This is an optimization exercise on Yosys and OpenROAD, whose aim is small area, not a production implementation.
No functional check of the RTL was part of any run shown here.

[flow/flow/run.sh]
#!/bin/bash
# Layout flow: the standard flow (standard.sh), with the port buffers
# made from buf_1 instead of the delay-cell buffers buffer_ports picks.
set -e
export BUFFER_PORTS_ARGS="-buffer_cell sky130_fd_sc_hd__buf_1"
bash standard.sh > standard.log 2>&1
[flow/standard.sh]
#!/bin/bash
# synth_recipe.tcl (not shown) runs the flow's synth.tcl, then flattens the netlist and writes it again
# the make line also repeats each setting of config.mk as NAME=value (left out here)
make -C /OpenROAD-flow-scripts/flow DESIGN_CONFIG=/design/flow/config.mk WORK_HOME=/design/flow/orfs CLKGATE_MAP_FILE= SYNTH_SCRIPT=/design/flow/synth_recipe.tcl "${@:-finish}"
[flow/config.mk]
export PLATFORM = sky130hd
export DESIGN_NAME = cordic_native
export DESIGN_NICKNAME = cordic_native
export VERILOG_FILES = /design/flow/design.v
export SDC_FILE = /design/flow/constraint.sdc
export NUM_CORES = 4
export LEC_CHECK = 0
export ABC_AREA = 1
export CAP_MARGIN = 20
export CORE_MARGIN = 2
export CORE_UTILIZATION = 60
export CTS_BUF_LIST = sky130_fd_sc_hd__clkbuf_16
export CTS_CLUSTER_DIAMETER = 100
export CTS_CLUSTER_SIZE = 30
export SLEW_MARGIN = 20
[flow/constraint.sdc]
create_clock -name core_clock -period 5.0 [get_ports {I_clk}]
set_input_delay 1.0000 -clock core_clock [delete_from_list [all_inputs] [get_ports {I_clk}]]
set_output_delay 1.0000 -clock core_clock [all_outputs]
set_load 0.01 [all_outputs]
[flow/design.v]
module cordic_sin(
    input wire I_clk,
    input wire [13:0] I_phase,    
    input wire I_neg,             
    output reg [13:0] O_cos,      
    output reg [13:0] O_sin
    );
    wire S_hi = ~I_phase[13] & (I_phase > 14'd2272);
    wire S_lo =  I_phase[13] & (I_phase < 14'h3720);
    wire [12:0] S_r0 = S_hi ? 13'd2272 : (S_lo ? 13'h171f : I_phase[12:0]);
    wire [12:0] S_rn1;
    add_rca #(13) u_rn1 (.a(S_r0), .b(~S_r0[12] ? 13'd7168 : 13'd1024), .ci(1'b0), .s(S_rn1));
    reg [11:0] R_r1;
    always @(posedge I_clk) R_r1 <= S_rn1[11:0];
    reg R_n1_1;
    always @(posedge I_clk) R_n1_1 <= S_r0[12];
    wire [11:0] S_rn2;
    add_rca #(12) u_rn2 (.a(R_r1), .b(~R_r1[11] ? 12'd3491 : 12'd605), .ci(1'b0), .s(S_rn2));
    reg [10:0] R_r2;
    always @(posedge I_clk) R_r2 <= S_rn2[10:0];
    reg R_n1_2;
    always @(posedge I_clk) R_n1_2 <= R_n1_1;
    reg R_n2_2;
    always @(posedge I_clk) R_n2_2 <= R_r1[11];
    wire [10:0] S_rn3;
    add_rca #(11) u_rn3 (.a(R_r2), .b(~R_r2[10] ? 11'd1729 : 11'd319), .ci(1'b0), .s(S_rn3));
    reg [9:0] R_r3;
    always @(posedge I_clk) R_r3 <= S_rn3[9:0];
    reg R_n1_3;
    always @(posedge I_clk) R_n1_3 <= R_n1_2;
    reg R_n2_3;
    always @(posedge I_clk) R_n2_3 <= R_n2_2;
    reg R_n3_3;
    always @(posedge I_clk) R_n3_3 <= R_r2[10];
    wire [9:0] S_rn4;
    add_rca #(10) u_rn4 (.a(R_r3), .b(~R_r3[9] ? 10'd862 : 10'd162), .ci(1'b0), .s(S_rn4));
    reg [8:0] R_r4;
    always @(posedge I_clk) R_r4 <= S_rn4[8:0];
    reg R_n1_4;
    always @(posedge I_clk) R_n1_4 <= R_n1_3;
    reg R_n2_4;
    always @(posedge I_clk) R_n2_4 <= R_n2_3;
    reg R_n3_4;
    always @(posedge I_clk) R_n3_4 <= R_n3_3;
    reg R_n4_4;
    always @(posedge I_clk) R_n4_4 <= R_r3[9];
    wire [8:0] S_rn5;
    add_rca #(9) u_rn5 (.a(R_r4), .b(~R_r4[8] ? 9'd431 : 9'd81), .ci(1'b0), .s(S_rn5));
    reg [7:0] R_r5;
    always @(posedge I_clk) R_r5 <= S_rn5[7:0];
    reg R_n1_5;
    always @(posedge I_clk) R_n1_5 <= R_n1_4;
    reg R_n2_5;
    always @(posedge I_clk) R_n2_5 <= R_n2_4;
    reg R_n3_5;
    always @(posedge I_clk) R_n3_5 <= R_n3_4;
    reg R_n4_5;
    always @(posedge I_clk) R_n4_5 <= R_n4_4;
    reg R_n5_5;
    always @(posedge I_clk) R_n5_5 <= R_r4[8];
    wire [7:0] S_rn6;
    add_rca #(8) u_rn6 (.a(R_r5), .b(~R_r5[7] ? 8'd215 : 8'd41), .ci(1'b0), .s(S_rn6));
    reg [6:0] R_r6;
    always @(posedge I_clk) R_r6 <= S_rn6[6:0];
    reg R_n1_6;
    always @(posedge I_clk) R_n1_6 <= R_n1_5;
    reg R_n2_6;
    always @(posedge I_clk) R_n2_6 <= R_n2_5;
    reg R_n3_6;
    always @(posedge I_clk) R_n3_6 <= R_n3_5;
    reg R_n4_6;
    always @(posedge I_clk) R_n4_6 <= R_n4_5;
    reg R_n5_6;
    always @(posedge I_clk) R_n5_6 <= R_n5_5;
    reg R_n6_6;
    always @(posedge I_clk) R_n6_6 <= R_r5[7];
    wire [6:0] S_rn7;
    add_rca #(7) u_rn7 (.a(R_r6), .b(~R_r6[6] ? 7'd108 : 7'd20), .ci(1'b0), .s(S_rn7));
    reg [5:0] R_r7;
    always @(posedge I_clk) R_r7 <= S_rn7[5:0];
    reg R_n1_7;
    always @(posedge I_clk) R_n1_7 <= R_n1_6;
    reg R_n2_7;
    always @(posedge I_clk) R_n2_7 <= R_n2_6;
    reg R_n3_7;
    always @(posedge I_clk) R_n3_7 <= R_n3_6;
    reg R_n4_7;
    always @(posedge I_clk) R_n4_7 <= R_n4_6;
    reg R_n5_7;
    always @(posedge I_clk) R_n5_7 <= R_n5_6;
    reg R_n6_7;
    always @(posedge I_clk) R_n6_7 <= R_n6_6;
    reg R_n7_7;
    always @(posedge I_clk) R_n7_7 <= R_r6[6];
    wire [5:0] S_rn8;
    add_rca #(6) u_rn8 (.a(R_r7), .b(~R_r7[5] ? 6'd54 : 6'd10), .ci(1'b0), .s(S_rn8));
    reg [4:0] R_r8;
    always @(posedge I_clk) R_r8 <= S_rn8[4:0];
    reg R_n1_8;
    always @(posedge I_clk) R_n1_8 <= R_n1_7;
    reg R_n2_8;
    always @(posedge I_clk) R_n2_8 <= R_n2_7;
    reg R_n3_8;
    always @(posedge I_clk) R_n3_8 <= R_n3_7;
    reg R_n4_8;
    always @(posedge I_clk) R_n4_8 <= R_n4_7;
    reg R_n5_8;
    always @(posedge I_clk) R_n5_8 <= R_n5_7;
    reg R_n6_8;
    always @(posedge I_clk) R_n6_8 <= R_n6_7;
    reg R_n7_8;
    always @(posedge I_clk) R_n7_8 <= R_n7_7;
    reg R_n8_8;
    always @(posedge I_clk) R_n8_8 <= R_r7[5];
    wire [4:0] S_rn9;
    add_rca #(5) u_rn9 (.a(R_r8), .b(~R_r8[4] ? 5'd27 : 5'd5), .ci(1'b0), .s(S_rn9));
    reg [3:0] R_r9;
    always @(posedge I_clk) R_r9 <= S_rn9[3:0];
    reg R_n1_9;
    always @(posedge I_clk) R_n1_9 <= R_n1_8;
    reg R_n2_9;
    always @(posedge I_clk) R_n2_9 <= R_n2_8;
    reg R_n3_9;
    always @(posedge I_clk) R_n3_9 <= R_n3_8;
    reg R_n4_9;
    always @(posedge I_clk) R_n4_9 <= R_n4_8;
    reg R_n5_9;
    always @(posedge I_clk) R_n5_9 <= R_n5_8;
    reg R_n6_9;
    always @(posedge I_clk) R_n6_9 <= R_n6_8;
    reg R_n7_9;
    always @(posedge I_clk) R_n7_9 <= R_n7_8;
    reg R_n8_9;
    always @(posedge I_clk) R_n8_9 <= R_n8_8;
    reg R_n9_9;
    always @(posedge I_clk) R_n9_9 <= R_r8[4];
    wire [3:0] S_rn10;
    add_rca #(4) u_rn10 (.a(R_r9), .b(~R_r9[3] ? 4'd13 : 4'd3), .ci(1'b0), .s(S_rn10));
    reg [2:0] R_r10;
    always @(posedge I_clk) R_r10 <= S_rn10[2:0];
    reg R_n1_10;
    always @(posedge I_clk) R_n1_10 <= R_n1_9;
    reg R_n2_10;
    always @(posedge I_clk) R_n2_10 <= R_n2_9;
    reg R_n3_10;
    always @(posedge I_clk) R_n3_10 <= R_n3_9;
    reg R_n4_10;
    always @(posedge I_clk) R_n4_10 <= R_n4_9;
    reg R_n5_10;
    always @(posedge I_clk) R_n5_10 <= R_n5_9;
    reg R_n6_10;
    always @(posedge I_clk) R_n6_10 <= R_n6_9;
    reg R_n7_10;
    always @(posedge I_clk) R_n7_10 <= R_n7_9;
    reg R_n8_10;
    always @(posedge I_clk) R_n8_10 <= R_n8_9;
    reg R_n9_10;
    always @(posedge I_clk) R_n9_10 <= R_n9_9;
    reg R_n10_10;
    always @(posedge I_clk) R_n10_10 <= R_r9[3];
    wire [2:0] S_rn11;
    add_rca #(3) u_rn11 (.a(R_r10), .b(~R_r10[2] ? 3'd7 : 3'd1), .ci(1'b0), .s(S_rn11));
    reg [1:0] R_r11;
    always @(posedge I_clk) R_r11 <= S_rn11[1:0];
    reg [13:0] S_lx, S_ly;
    always @(*) begin
        case ({(~R_n1_10),(~R_n2_10),(~R_n3_10),(~R_n4_10),(~R_n5_10),(~R_n6_10)})
            6'd0: begin S_lx = 14'd15345; S_ly = 14'd9089; end
            6'd1: begin S_lx = 14'd15803; S_ly = 14'd9037; end
            6'd2: begin S_lx = 14'd16261; S_ly = 14'd9016; end
            6'd3: begin S_lx = 14'd339; S_ly = 14'd9022; end
            6'd4: begin S_lx = 14'd790; S_ly = 14'd9057; end
            6'd5: begin S_lx = 14'd1246; S_ly = 14'd9119; end
            6'd6: begin S_lx = 14'd1697; S_ly = 14'd9210; end
            6'd7: begin S_lx = 14'd2143; S_ly = 14'd9330; end
            6'd8: begin S_lx = 14'd2517; S_ly = 14'd9458; end
            6'd9: begin S_lx = 14'd2945; S_ly = 14'd9628; end
            6'd10: begin S_lx = 14'd3361; S_ly = 14'd9824; end
            6'd11: begin S_lx = 14'd3765; S_ly = 14'd10046; end
            6'd12: begin S_lx = 14'd4145; S_ly = 14'd10290; end
            6'd13: begin S_lx = 14'd4519; S_ly = 14'd10560; end
            6'd14: begin S_lx = 14'd4874; S_ly = 14'd10852; end
            6'd15: begin S_lx = 14'd5210; S_ly = 14'd11166; end
            6'd16: begin S_lx = 14'd5215; S_ly = 14'd11176; end
            6'd17: begin S_lx = 14'd5531; S_ly = 14'd11510; end
            6'd18: begin S_lx = 14'd5823; S_ly = 14'd11865; end
            6'd19: begin S_lx = 14'd6095; S_ly = 14'd12237; end
            6'd20: begin S_lx = 14'd6337; S_ly = 14'd12619; end
            6'd21: begin S_lx = 14'd6561; S_ly = 14'd13021; end
            6'd22: begin S_lx = 14'd6757; S_ly = 14'd13437; end
            6'd23: begin S_lx = 14'd6929; S_ly = 14'd13863; end
            6'd24: begin S_lx = 14'd7054; S_ly = 14'd14243; end
            6'd25: begin S_lx = 14'd7174; S_ly = 14'd14687; end
            6'd26: begin S_lx = 14'd7266; S_ly = 14'd15137; end
            6'd27: begin S_lx = 14'd7330; S_ly = 14'd15593; end
            6'd28: begin S_lx = 14'd7363; S_ly = 14'd16044; end
            6'd29: begin S_lx = 14'd7371; S_ly = 14'd120; end
            6'd30: begin S_lx = 14'd7350; S_ly = 14'd580; end
            6'd31: begin S_lx = 14'd7300; S_ly = 14'd1036; end
            6'd32: begin S_lx = 14'd7296; S_ly = 14'd15349; end
            6'd33: begin S_lx = 14'd7348; S_ly = 14'd15805; end
            6'd34: begin S_lx = 14'd7369; S_ly = 14'd16265; end
            6'd35: begin S_lx = 14'd7363; S_ly = 14'd341; end
            6'd36: begin S_lx = 14'd7326; S_ly = 14'd793; end
            6'd37: begin S_lx = 14'd7264; S_ly = 14'd1247; end
            6'd38: begin S_lx = 14'd7173; S_ly = 14'd1698; end
            6'd39: begin S_lx = 14'd7053; S_ly = 14'd2142; end
            6'd40: begin S_lx = 14'd6926; S_ly = 14'd2520; end
            6'd41: begin S_lx = 14'd6756; S_ly = 14'd2946; end
            6'd42: begin S_lx = 14'd6560; S_ly = 14'd3362; end
            6'd43: begin S_lx = 14'd6338; S_ly = 14'd3764; end
            6'd44: begin S_lx = 14'd6094; S_ly = 14'd4146; end
            6'd45: begin S_lx = 14'd5824; S_ly = 14'd4518; end
            6'd46: begin S_lx = 14'd5532; S_ly = 14'd4873; end
            6'd47: begin S_lx = 14'd5218; S_ly = 14'd5207; end
            6'd48: begin S_lx = 14'd5207; S_ly = 14'd5218; end
            6'd49: begin S_lx = 14'd4873; S_ly = 14'd5532; end
            6'd50: begin S_lx = 14'd4518; S_ly = 14'd5824; end
            6'd51: begin S_lx = 14'd4146; S_ly = 14'd6094; end
            6'd52: begin S_lx = 14'd3764; S_ly = 14'd6338; end
            6'd53: begin S_lx = 14'd3362; S_ly = 14'd6560; end
            6'd54: begin S_lx = 14'd2946; S_ly = 14'd6756; end
            6'd55: begin S_lx = 14'd2520; S_ly = 14'd6926; end
            6'd56: begin S_lx = 14'd2142; S_ly = 14'd7053; end
            6'd57: begin S_lx = 14'd1698; S_ly = 14'd7173; end
            6'd58: begin S_lx = 14'd1247; S_ly = 14'd7264; end
            6'd59: begin S_lx = 14'd793; S_ly = 14'd7326; end
            6'd60: begin S_lx = 14'd341; S_ly = 14'd7363; end
            6'd61: begin S_lx = 14'd16265; S_ly = 14'd7369; end
            6'd62: begin S_lx = 14'd15805; S_ly = 14'd7348; end
            6'd63: begin S_lx = 14'd15349; S_ly = 14'd7296; end
            default: begin S_lx = 14'd0; S_ly = 14'd0; end
        endcase
    end
    wire [13:0] S_x7;
    add_bk u_S_x7 (.a(S_lx), .b(({{6{S_ly[13]}},S_ly[13:6]}) ^ {14{(~R_n7_10)}}), .ci((~R_n7_10)), .s(S_x7));
    wire [13:0] S_y7;
    add_bk u_S_y7 (.a(S_ly), .b(({{6{S_lx[13]}},S_lx[13:6]}) ^ {14{~(~R_n7_10)}}), .ci(~(~R_n7_10)), .s(S_y7));
    reg [13:0] R_x11, R_y11;
    always @(posedge I_clk) begin R_x11 <= S_x7; R_y11 <= S_y7; end
    reg R_n8_11;
    always @(posedge I_clk) R_n8_11 <= R_n8_10;
    reg R_n9_11;
    always @(posedge I_clk) R_n9_11 <= R_n9_10;
    reg R_n10_11;
    always @(posedge I_clk) R_n10_11 <= R_n10_10;
    reg R_n11_11;
    always @(posedge I_clk) R_n11_11 <= R_r10[2];
    wire [1:0] S_rn12;
    add_rca #(2) u_rn12 (.a(R_r11), .b(~R_r11[1] ? 2'd3 : 2'd1), .ci(1'b0), .s(S_rn12));
    reg [0:0] R_r12;
    always @(posedge I_clk) R_r12 <= S_rn12[0:0];
    wire [13:0] S_x8;
    add_sk u_S_x8 (.a(R_x11), .b(({{7{R_y11[13]}},R_y11[13:7]}) ^ {14{(~R_n8_11)}}), .ci((~R_n8_11)), .s(S_x8));
    wire [13:0] S_y8;
    add_sk u_S_y8 (.a(R_y11), .b(({{7{R_x11[13]}},R_x11[13:7]}) ^ {14{~(~R_n8_11)}}), .ci(~(~R_n8_11)), .s(S_y8));
    wire [13:0] S_x9;
    add_sk u_S_x9 (.a(S_x8), .b(({{8{S_y8[13]}},S_y8[13:8]}) ^ {14{(~R_n9_11)}}), .ci((~R_n9_11)), .s(S_x9));
    wire [13:0] S_y9;
    add_sk u_S_y9 (.a(S_y8), .b(({{8{S_x8[13]}},S_x8[13:8]}) ^ {14{~(~R_n9_11)}}), .ci(~(~R_n9_11)), .s(S_y9));
    reg [13:0] R_x12, R_y12;
    always @(posedge I_clk) begin R_x12 <= S_x9; R_y12 <= S_y9; end
    reg R_n10_12;
    always @(posedge I_clk) R_n10_12 <= R_n10_11;
    reg R_n11_12;
    always @(posedge I_clk) R_n11_12 <= R_n11_11;
    reg R_n12_12;
    always @(posedge I_clk) R_n12_12 <= R_r11[1];
    wire [13:0] S_x10;
    add_sk u_S_x10 (.a(R_x12), .b(({{9{R_y12[13]}},R_y12[13:9]}) ^ {14{(~R_n10_12)}}), .ci((~R_n10_12)), .s(S_x10));
    wire [13:0] S_y10;
    add_sk u_S_y10 (.a(R_y12), .b(({{9{R_x12[13]}},R_x12[13:9]}) ^ {14{~(~R_n10_12)}}), .ci(~(~R_n10_12)), .s(S_y10));
    wire [13:0] S_x11;
    add_sk u_S_x11 (.a(S_x10), .b(({{10{S_y10[13]}},S_y10[13:10]}) ^ {14{(~R_n11_12)}}), .ci((~R_n11_12)), .s(S_x11));
    wire [13:0] S_y11;
    add_sk u_S_y11 (.a(S_y10), .b(({{10{S_x10[13]}},S_x10[13:10]}) ^ {14{~(~R_n11_12)}}), .ci(~(~R_n11_12)), .s(S_y11));
    reg [13:0] R_x13, R_y13;
    always @(posedge I_clk) begin R_x13 <= S_x11; R_y13 <= S_y11; end
    reg R_n12_13;
    always @(posedge I_clk) R_n12_13 <= R_n12_12;
    reg R_n13_13;
    always @(posedge I_clk) R_n13_13 <= R_r12[0];
    wire [13:0] S_x12;
    add_sk u_S_x12 (.a(R_x13), .b(({{11{R_y13[13]}},R_y13[13:11]}) ^ {14{(~R_n12_13)}}), .ci((~R_n12_13)), .s(S_x12));
    wire [13:0] S_y12;
    add_sk u_S_y12 (.a(R_y13), .b(({{11{R_x13[13]}},R_x13[13:11]}) ^ {14{~(~R_n12_13)}}), .ci(~(~R_n12_13)), .s(S_y12));
    wire [2:0] S_v = {S_y12[13], S_y12[13:12]} ^ {3{(~R_n13_13)}};
    wire [2:0] S_w = I_neg ? 3'd0 - S_v : S_v;
    wire [13:0] S_xo;
    add_sk u_S_xo (.a(S_x12 ^ {14{I_neg}}), .b({{11{S_w[2]}},S_w}), .ci(I_neg ^ (~R_n13_13)), .s(S_xo));
    wire [13:0] S_y13;
    add_sk u_S_y13 (.a(S_y12), .b(({{12{S_x12[13]}},S_x12[13:12]}) ^ {14{~(~R_n13_13)}}), .ci(~(~R_n13_13)), .s(S_y13));
    always @(posedge I_clk) begin
        O_sin <= S_y13;
        O_cos <= S_xo;
    end
endmodule
module add_bk #(parameter W = 14) (input wire [W-1:0] a, input wire [W-1:0] b, input wire ci, output wire [W-1:0] s);
    wire [W-1:0] p = a ^ b; wire [W-1:0] g = a & b;
    wire G_0 = g[0] | (p[0] & ci);
    wire gg1 = g[1] | (p[1] & G_0);
    wire pp1 = p[1] & p[0];
    wire gg2 = g[3] | (p[3] & g[2]);
    wire pp2 = p[3] & p[2];
    wire gg3 = g[5] | (p[5] & g[4]);
    wire pp3 = p[5] & p[4];
    wire gg4 = g[7] | (p[7] & g[6]);
    wire pp4 = p[7] & p[6];
    wire gg5 = g[9] | (p[9] & g[8]);
    wire pp5 = p[9] & p[8];
    wire gg6 = g[11] | (p[11] & g[10]);
    wire pp6 = p[11] & p[10];
    wire gg7 = g[13] | (p[13] & g[12]);
    wire pp7 = p[13] & p[12];
    wire gg8 = gg2 | (pp2 & gg1);
    wire pp8 = pp2 & pp1;
    wire gg9 = gg4 | (pp4 & gg3);
    wire pp9 = pp4 & pp3;
    wire gg10 = gg6 | (pp6 & gg5);
    wire pp10 = pp6 & pp5;
    wire gg11 = gg9 | (pp9 & gg8);
    wire pp11 = pp9 & pp8;
    wire gg12 = gg10 | (pp10 & gg11);
    wire pp12 = pp10 & pp11;
    wire gg13 = gg3 | (pp3 & gg8);
    wire pp13 = pp3 & pp8;
    wire gg14 = gg5 | (pp5 & gg11);
    wire pp14 = pp5 & pp11;
    wire gg15 = gg7 | (pp7 & gg12);
    wire pp15 = pp7 & pp12;
    wire gg16 = g[2] | (p[2] & gg1);
    wire pp16 = p[2] & pp1;
    wire gg17 = g[4] | (p[4] & gg8);
    wire pp17 = p[4] & pp8;
    wire gg18 = g[6] | (p[6] & gg13);
    wire pp18 = p[6] & pp13;
    wire gg19 = g[8] | (p[8] & gg11);
    wire pp19 = p[8] & pp11;
    wire gg20 = g[10] | (p[10] & gg14);
    wire pp20 = p[10] & pp14;
    wire gg21 = g[12] | (p[12] & gg12);
    wire pp21 = p[12] & pp12;
    assign s[0] = p[0] ^ ci;
    assign s[1] = p[1] ^ G_0;
    assign s[2] = p[2] ^ gg1;
    assign s[3] = p[3] ^ gg16;
    assign s[4] = p[4] ^ gg8;
    assign s[5] = p[5] ^ gg17;
    assign s[6] = p[6] ^ gg13;
    assign s[7] = p[7] ^ gg18;
    assign s[8] = p[8] ^ gg11;
    assign s[9] = p[9] ^ gg19;
    assign s[10] = p[10] ^ gg14;
    assign s[11] = p[11] ^ gg20;
    assign s[12] = p[12] ^ gg12;
    assign s[13] = p[13] ^ gg21;
endmodule
module add_rca #(parameter W = 14) (input wire [W-1:0] a, input wire [W-1:0] b, input wire ci, output wire [W-1:0] s);
    wire [W:0] c; assign c[0] = ci; genvar i;
    generate for (i = 0; i < W; i = i + 1) begin : g
        assign s[i] = a[i] ^ b[i] ^ c[i]; assign c[i+1] = (a[i] & b[i]) | (a[i] & c[i]) | (b[i] & c[i]);
    end endgenerate endmodule
module add_sk #(parameter W = 14) (input wire [W-1:0] a, input wire [W-1:0] b, input wire ci, output wire [W-1:0] s);
    wire [W-1:0] p = a ^ b; wire [W-1:0] g = a & b;
    wire G_0 = g[0] | (p[0] & ci);
    wire gg1 = g[1] | (p[1] & G_0);
    wire pp1 = p[1] & p[0];
    wire gg2 = g[3] | (p[3] & g[2]);
    wire pp2 = p[3] & p[2];
    wire gg3 = g[5] | (p[5] & g[4]);
    wire pp3 = p[5] & p[4];
    wire gg4 = g[7] | (p[7] & g[6]);
    wire pp4 = p[7] & p[6];
    wire gg5 = g[9] | (p[9] & g[8]);
    wire pp5 = p[9] & p[8];
    wire gg6 = g[11] | (p[11] & g[10]);
    wire pp6 = p[11] & p[10];
    wire gg7 = g[13] | (p[13] & g[12]);
    wire pp7 = p[13] & p[12];
    wire gg8 = g[2] | (p[2] & gg1);
    wire pp8 = p[2] & pp1;
    wire gg9 = gg2 | (pp2 & gg1);
    wire pp9 = pp2 & pp1;
    wire gg10 = g[6] | (p[6] & gg3);
    wire pp10 = p[6] & pp3;
    wire gg11 = gg4 | (pp4 & gg3);
    wire pp11 = pp4 & pp3;
    wire gg12 = g[10] | (p[10] & gg5);
    wire pp12 = p[10] & pp5;
    wire gg13 = gg6 | (pp6 & gg5);
    wire pp13 = pp6 & pp5;
    wire gg14 = g[4] | (p[4] & gg9);
    wire pp14 = p[4] & pp9;
    wire gg15 = gg3 | (pp3 & gg9);
    wire pp15 = pp3 & pp9;
    wire gg16 = gg10 | (pp10 & gg9);
    wire pp16 = pp10 & pp9;
    wire gg17 = gg11 | (pp11 & gg9);
    wire pp17 = pp11 & pp9;
    wire gg18 = g[12] | (p[12] & gg13);
    wire pp18 = p[12] & pp13;
    wire gg19 = gg7 | (pp7 & gg13);
    wire pp19 = pp7 & pp13;
    wire gg20 = g[8] | (p[8] & gg17);
    wire pp20 = p[8] & pp17;
    wire gg21 = gg5 | (pp5 & gg17);
    wire pp21 = pp5 & pp17;
    wire gg22 = gg12 | (pp12 & gg17);
    wire pp22 = pp12 & pp17;
    wire gg23 = gg13 | (pp13 & gg17);
    wire pp23 = pp13 & pp17;
    wire gg24 = gg18 | (pp18 & gg17);
    wire pp24 = pp18 & pp17;
    wire gg25 = gg19 | (pp19 & gg17);
    wire pp25 = pp19 & pp17;
    assign s[0] = p[0] ^ ci;
    assign s[1] = p[1] ^ G_0;
    assign s[2] = p[2] ^ gg1;
    assign s[3] = p[3] ^ gg8;
    assign s[4] = p[4] ^ gg9;
    assign s[5] = p[5] ^ gg14;
    assign s[6] = p[6] ^ gg15;
    assign s[7] = p[7] ^ gg16;
    assign s[8] = p[8] ^ gg17;
    assign s[9] = p[9] ^ gg20;
    assign s[10] = p[10] ^ gg21;
    assign s[11] = p[11] ^ gg22;
    assign s[12] = p[12] ^ gg23;
    assign s[13] = p[13] ^ gg24;
endmodule
module cordic_native(
    input wire I_rst_n,                 
    input wire I_clk,
    input wire [13:0] I_init_phase,
    input wire I_change_phase,
    input wire [13:0] I_inc_phase,
    output wire [13:0] O_cos,
    output wire [13:0] O_sin
    );
    reg [13:0] R_current_phase;
    reg R_phase_dir;                    
    wire [13:0] S_step;
    add_bk u_step (.a(R_current_phase), .b(I_inc_phase ^ {14{R_phase_dir}}), .ci(R_phase_dir), .s(S_step));
    wire S_reach_top = ~R_current_phase[13] & (|S_step[13:11]);       
    wire S_reach_bottom = R_current_phase[13] & ~(&S_step[13:11]);     
    wire S_turn = R_phase_dir ? S_reach_bottom : S_reach_top;
    always @(posedge I_clk) begin
        if (I_rst_n == 1'b0) R_phase_dir <= 1'b0;
        else R_phase_dir <= R_phase_dir ^ S_turn;
    end
    always @(posedge I_clk) begin
        if (I_rst_n == 1'b0 || I_change_phase) R_current_phase <= I_init_phase;
        else if (~R_phase_dir & S_reach_top) R_current_phase <= 14'd4094 - S_step;
        else R_current_phase <= S_step;    
    end
    reg [13:0] R_dir_delay;
    always @(posedge I_clk) R_dir_delay <= {R_dir_delay[13-1:0], R_phase_dir};
    cordic_sin cordic_sin_inst(.I_clk(I_clk), .I_phase(R_current_phase), .I_neg(R_dir_delay[13]),
                               .O_cos(O_cos), .O_sin(O_sin));
endmodule
==> results of run 1 <==
per-layer routing:
| layer | routed length (um) | part of all wire, % | vias up |
|---|---|---|---|
| met5 | 0 | 0 | - |
| met4 | 986 | 2.5 | 0 |
| met3 | 1487 | 3.8 | 64 |
| met2 | 19390 | 49 | 268 |
| met1 | 17580 | 45 | 6289 |
| li1 | - | - | 6805 |
what timing repair did:
action,in CTS,in global routing
resized for setup,0,5
endpoints found under the setup margin,0,9
setup buffers,0,3
cells in the final DEF (no fill, tap or decap), types with 22 or more instances in the layout:
cell type and n:
a21oi_1 126, buf_1 58, buf_4 28, dfxtp_1 282, fa_1 111, ha_1 179
inv_1 308, nand2_1 359, nand3_1 109, nor2_1 87, o21ai_0 71, o21ai_1 22
xnor2_1 77, xor2_1 137
worst max-delay path, cell delays in order (launching register included):
cell,delay (ps)
dfxtp_1,500
xnor2_4,190
clkinvlp_4,110
buf_4,180
buf_4,150
ha_1,320
nand2_1,120
inv_1,50
nand2_1,50
nand2_1,70
a21oi_1,170
xnor2_1,210
xor2_1,160
ha_1,240
o21ai_0,280
inv_2,190
ha_1,370
nand3b_1,100
nand3_1,120
nand4_1,90
nand3_1,160
inv_1,90
fa_1,380
xnor2_1,130
cells by family after synthesis:
family,count (synthesis)
simple gates,631
flops,283
buf+inv,365
compound gates,299
fa+ha+maj,290
mux,3
xor+xnor,221
path summary, 6_finish.rpt:
check | start | to | slack, ps
worst max-delay path | cordic_sin_inst.R_x13[13] | cordic_sin_inst.O_cos[9] | 440
worst max register to register | cordic_sin_inst.R_x13[13] | cordic_sin_inst.O_cos[9] | 440
worst min register to register | R_dir_delay[10] | R_dir_delay[11] | 330
worst min-delay path | R_dir_delay[10] | R_dir_delay[11] | 330
cells in the mapped netlist (11+ instances only):
cell type  instances  area [um^2]
nand4_1           17        106.4
nor2_1            87        326.6
nand2_1          359         1348
xor2_1           137         1200
inv_2             12        45.04
o21ai_0           71        355.3
xnor2_1           79        691.9
dfxtp_1          283         5665
o21ai_1           22        110.1
buf_2             16        80.08
a21o_1            14        105.1
o21bai_1          11        82.58
fa_1             111         2222
a21oi_1          126        630.6
nand3_1          109        545.5
nor3_1            16        80.08
ha_1             179         2240
inv_1            310         1164
state kept, by name (all words and copies together) (netlist names), 9 cells and up:
signal                 count
R_current_phase           14
R_dir_delay               14
cordic_sin_inst.O_cos     14
cordic_sin_inst.O_sin     14
cordic_sin_inst.R_r1      12
cordic_sin_inst.R_r2      11
cordic_sin_inst.R_r3      10
cordic_sin_inst.R_r4       9
cordic_sin_inst.R_x11     14
cordic_sin_inst.R_x12     14
cordic_sin_inst.R_x13     14
cordic_sin_inst.R_y11     14
cordic_sin_inst.R_y12     14
cordic_sin_inst.R_y13     14
area by class of cell:
type                    instances  area [um^2]
well taps                     390        488.0
fillers                      2547        10450
clock buffers                  15        375.4
multi-input cells            1444        10940
inverters                     326         1230
clock inverters                 6        63.81
flip-flops and latches        283         5667
repair buffers                 86        427.9
==> out/metrics.yaml, run 1 <==
layout:
  final_cells: 2550
  antenna_cells: 0
  drive_above_1_share_pct: 5.185
  synthToLayoutAreaGrowth_pct: 6.455
  final_area_um2: 19190
  utilization_pct: 64.75
  fin_nets: 2476
setup_path:
  crit_path_end_kind: "register"
  startpoint_type: "register"
  crit_fanout: 11
  crit_type: "reg -> reg"
  required_ps: 5400
  reg2reg_depth: 23
  cp.arrival_ps: 4960
logic_synthesis:
  synth_top_family_by_area: "adder cells"
  netlist_instances: 2092
  synth-seq-area-share_pct: 31.43
  synth_compound_area_share_pct: 9.516
  synth-seq-cells: 283
  synth_nets: 2413
  synth_edf_count: 0
  synth-simple-area-share_pct: 15.11
  ys_types: 61
  async_flop_share_pct: 0
  synthMuxAreaShare_pct: 0.1805
  syn_area_per_cell_um2: 8.617
  synth_warnings: 2
  synth_fa_ha_area_share_pct: 24.75
  synth-xor-area-share_pct: 10.98
  syn-cell-area_um2: 18030
  synthFlopType: "dfxtp_1"
timing:
  period_needed_ps: 4558
  finalSetupTns_ps: 0
  finClkSkew_ps: 16.93
  rsz0062_at_grt: "no"
  drv_slew: 0
  setup_ws_ps: 441.7
  slew_headroom_pct: 39.38
  max_clock_freq_ghz: 0.2194
  fin_hold_ws_ps: 326.0
  worst_pin_slew_ps: 908.1
  fin_crit_sh_pct: 91.17
  setup_viol: 0
  hold_viol: 0
place:
  hpwl_um: 32240
  place_congestion: 0.9115
  io_buffer_count: 58
  place_area_um2: 18700
  post-place-ws_ps: 196.7
  place_inst: 2526
clock_network:
  cts_buffer_depth: 3
  htreeDepth: 1
  clkSinkCount: 283
  cts_inserted_buffers: 14
  root_buffer: "clkbuf_16"
  cts_hold_buf: 0
  clock_latency_ps: 510
  tritoncts: "done"
  cts.clk_slew.worst_paths_ps: 110
global_routing:
  grtUsageMet1_pct: 33.49
  grtUsageTotal_pct: 25.84
  use_met3_pct: 2.614
  top_usage_layer: "met2"
  grt_max_degree: 38
  grt_remaining_overflow: 0
  gr-usage-met2_pct: 46.14
  grt_first_pass_wirelength_um: 65070
  grt_antenna_before_repair: 0
  grt_pass1_vias: 13305
drt:
  ant_nets: 0
  vias_per_cell: 5.265
  routedWlPerCell_um: 15.47
  via_count: 13426
  dr.pass1.iters: 5
  routed_wl_um: 39440
  drc: 0
  drt_iter0_drc: 910
die:
  start_util_pct: 60.82
  coreArea_um2: 29640
  io_pins: 59
  die_height_um: 177.3
  rows: 63
  die_w_um: 177.3
  dieArea_um2: 31450
job:
  cap_viol_max_count: 0
min_path:
  min_path_cells: 0
  hold_class: "reg -> reg"
outcome:
  status: "no timing/DRC/antenna violations"
==> run 2: changes to the inputs <==
--- a/flow/design.v
+++ b/flow/design.v
@@ -234,7 +234,7 @@
     end
     wire [13:0] S_x7;
-    add_bk u_S_x7 (.a(S_lx), .b(({{6{S_ly[13]}},S_ly[13:6]}) ^ {14{(~R_n7_10)}}), .ci((~R_n7_10)), .s(S_x7));
+    add_sk u_S_x7 (.a(S_lx), .b(({{6{S_ly[13]}},S_ly[13:6]}) ^ {14{(~R_n7_10)}}), .ci((~R_n7_10)), .s(S_x7));
     wire [13:0] S_y7;
-    add_bk u_S_y7 (.a(S_ly), .b(({{6{S_lx[13]}},S_lx[13:6]}) ^ {14{~(~R_n7_10)}}), .ci(~(~R_n7_10)), .s(S_y7));
+    add_sk u_S_y7 (.a(S_ly), .b(({{6{S_lx[13]}},S_lx[13:6]}) ^ {14{~(~R_n7_10)}}), .ci(~(~R_n7_10)), .s(S_y7));
     reg [13:0] R_x11, R_y11;
     always @(posedge I_clk) begin R_x11 <= S_x7; R_y11 <= S_y7; end
==> run 2 against run 1 <==
Via count increased by 1.6%. Register-to-register slack improved by 50 ps. Still clean. Utilization rose by 0.085 points.
==> out/metrics.yaml, run 2 <==
outcome:
  status: "no timing/DRC/antenna violations"
logic_synthesis:
  synth-xor-area-share_pct: 10.61  # -0.37 points
  syn_area_per_cell_um2: 8.380  # -2.8%
  synth_nets: 2484  # +2.9%
  synth-simple-area-share_pct: 16.12  # +1.0 points
  synth_most_common_cell: "nand2_1"
  synth_top_family_by_area: "adder cells"
  ys_top_cells_by_count: "nand2_1, inv_1, dfxtp_1, ha_1, nand3_1"
  synthMuxAreaShare_pct: 0.2963  # +0.12 points
  netlist_instances: 2167  # +3.6%
  synth_fa_ha_area_share_pct: 24.05  # -0.70 points
  synth_area_leader_cell: "dfxtp_1"
  yosys.area.top_type_share_pct: 31.20  # -0.23 points
  async_flop_share_pct: 0  # unchanged
  syn-cell-area_um2: 18160  # +0.74%
  synthFlopType: "dfxtp_1"
  synth_edf_count: 0  # unchanged
  synthTopCellsByArea: "dfxtp_1, ha_1, fa_1"
  synth-seq-area-share_pct: 31.20  # -0.23 points
  synth_warnings: 2  # unchanged
  ys_types: 62  # +1.6%
  synth-seq-cells: 283  # unchanged
  synth_compound_area_share_pct: 9.067  # -0.45 points
global_routing:
  grt_max_degree: 65  # +71%
  grt_antenna_before_repair: 1  # +1
  grtUsageTotal_pct: 25.41  # -0.43 points
  top_usage_layer: "met2"
  grtUsageMet1_pct: 33.94  # +0.45 points
  grt_remaining_overflow: 0  # unchanged
  gr-usage-met2_pct: 44.19  # -2.0 points
  use_met3_pct: 2.387  # -0.23 points
  grt_first_pass_wirelength_um: 64720  # -0.54%
  grt_pass1_vias: 13450  # +1.1%
place:
  place_inst: 2592  # +2.6%
  place_area_um2: 18790  # +0.47%
  place_congestion: 0.9163  # +0.53%
  io_buffer_count: 58  # unchanged
  hpwl_um: 31610  # -1.9%
setup_path:
  startpoint: "cordic_sin_inst.R_n12_13"
  endpoint: "cordic_sin_inst.O_cos[9]"
  crit_type: "reg -> reg"
  crit_path_end_kind: "register"
  r2r_start: "cordic_sin_inst.R_n12_13"
  crit_fanout: 12  # +1
  startpoint_type: "register"
  worstReg2RegEnd: "cordic_sin_inst.O_cos[9]"
  required_ps: 5400  # about the same
  reg2reg_depth: 21  # -8.7%
  r2r_slack_ps: 490  # +50 ps
  cp.arrival_ps: 4910  # -50 ps
drt:
  drt_iter0_drc: 983  # +8.0%
  ant_nets: 0  # unchanged
  routedWlPerCell_um: 15.00  # -3.0%
  via_count: 13641  # +1.6%
  vias_per_cell: 5.220  # -0.85%
  dr.pass1.iters: 7  # +2
  routed_wl_um: 39190  # -0.64%
  drc: 0  # unchanged
clock_network:
  cts_buffer_depth: 3  # unchanged
  cts_inserted_buffers: 15  # +1
  htreeDepth: 1  # unchanged
  clkSinkCount: 283  # unchanged
  cts_setup_buffers: 0  # unchanged
  tritoncts: "done"
  cts.clk_slew.worst_paths_ps: 110  # about the same
  clock_latency_ps: 510  # about the same
  root_buffer: "clkbuf_16"
min_path:
  hold_class: "reg -> reg"
  hp-start: "cordic_sin_inst.R_n4_9"
die:
  die_height_um: 178.0  # +0.36%
  dieArea_um2: 31670  # +0.72%
  coreArea_um2: 29720  # +0.27%
  io_pins: 59  # unchanged
  rows: 63  # unchanged
  die_w_um: 178.0  # +0.36%
  start_util_pct: 61.11  # +0.28 points
timing:
  rsz0062_at_grt: "no"
  finClkSkew_ps: 12.93  # -4.000 ps
  period_needed_ps: 4508  # -50.19 ps
  slew_headroom_pct: 28.86  # -11 points
  setup_viol: 0  # unchanged
  fin_hold_ws_ps: 332.1  # +6.143 ps
  fin_crit_sh_pct: 90.16  # -1.0 points
  worst_pin_slew_ps: 1063  # +155.0 ps
  finalSetupTns_ps: 0  # unchanged
  drv_slew: 0  # unchanged
  hold_viol: 0  # unchanged
  max_clock_freq_ghz: 0.2218  # +1.1%
layout:
  layout.cells.most_common: "nand2_1"
  final_cells: 2613  # +2.5%
  fin_nets: 2536  # +2.4%
  synthToLayoutAreaGrowth_pct: 6.097
  final_cell_mix: "nand2_1, inv_1, dfxtp_1"
  drive_above_1_share_pct: 3.329  # -1.9 points
  antenna_cells: 0  # unchanged
  final_area_um2: 19270  # +0.40%
job:
  cap_viol_max_count: 0  # unchanged
## run 2: metal layers
layer / vias to the layer above / part of all wire, %
met5: - / 0
met3: 58 / 4.4
met1: 6277 / 45
li1: 6985 / -
met4: 0 / 2.5
met2: 321 / 48
## run 2: logic make-up after synthesis
kind of cell    count (synthesis)
compound gates                284
xor+xnor                      216
fa+ha+maj                     286
buf+inv                       401
flops                         283
mux                             5
simple gates                  692
## run 2: worst min path at each step
stage | endpoint | slack (ps) | cells past startpoint
2_1_floorplan | R_dir_delay[10] | 310 | 0
3_3_place_gp | cordic_sin_inst.R_n9_10 | 310 | 0
3_5_place_dp | cordic_sin_inst.R_r7[0] | 310 | 0
4_1_cts | cordic_sin_inst.R_r8[0] | 330 | 0
5_1_grt | cordic_sin_inst.R_n4_10 | 330 | 0
6_report | cordic_sin_inst.R_n4_10 | 330 | 0
## run 2: repair_timing
action                                 in CTS  in global routing
hold buffers                                0                  0
resized for setup                           0                  2
endpoints found under the hold margin       0                  0
setup endpoints to repair                   0                  6
## run 2: critical path, stage by stage (launching register included)
cell	delay (ps)
dfxtp_1	500
xnor2_2	200
inv_2	190
ha_1	360
or2_1	230
nand3_1	80
nand2_1	90
a21oi_1	160
xnor2_1	180
xor2_1	180
inv_1	100
ha_1	220
o21ai_1	160
inv_1	210
ha_1	400
nand3b_1	100
nand3_1	120
nand4_1	110
nand3_1	190
inv_1	100
fa_1	390
xnor2_1	140
## run 2: cell type report
cell class	instances	area, um^2
fill	2539	10450
clock inverter	6	91.34
sequential	283	5665
tap	390	488.0
clock buffer	15	375.4
inverter	359	1350
multi-input combinational	1483	10940
timing repair buffer	77	360.3
## run 2: stage by stage
step | utilization, % | setup slack [ps]
after floorplan | - | 396.6
final | 64.84 | 491.9
after CTS | 64.78 | 235.3
after global placement | 63.21 | 433.3
after detailed placement | 63.21 | 269.6
after global routing | 64.84 | 69.42

what the ideal ports hide:
Ports are ideal in the flow. The routed layouts listed here were re-timed in OpenROAD.
Step 1 assumes that a clkbuf_16 drives the clock port and a buf_2 every other input.
Step 2 adds t to the input delays and takes it off the output delays; t is the mean of the earliest and latest rising clock arrival at the registers after step 1. Input paths then give back, and output paths get back, about the clock's delay inside the block.
a / b / c = no drivers / after step 1 / after step 2; a / b = the first two.
run	t (ns)	setup slack, ns	clock arrival spread, ns
run 1	0.546	0.442 / 0.442 / 0.442	0.017 / 0.016
run 2	0.559	0.492 / 0.492 / 0.492	0.014 / 0.014
After both steps setup and hold are still met in every run listed.
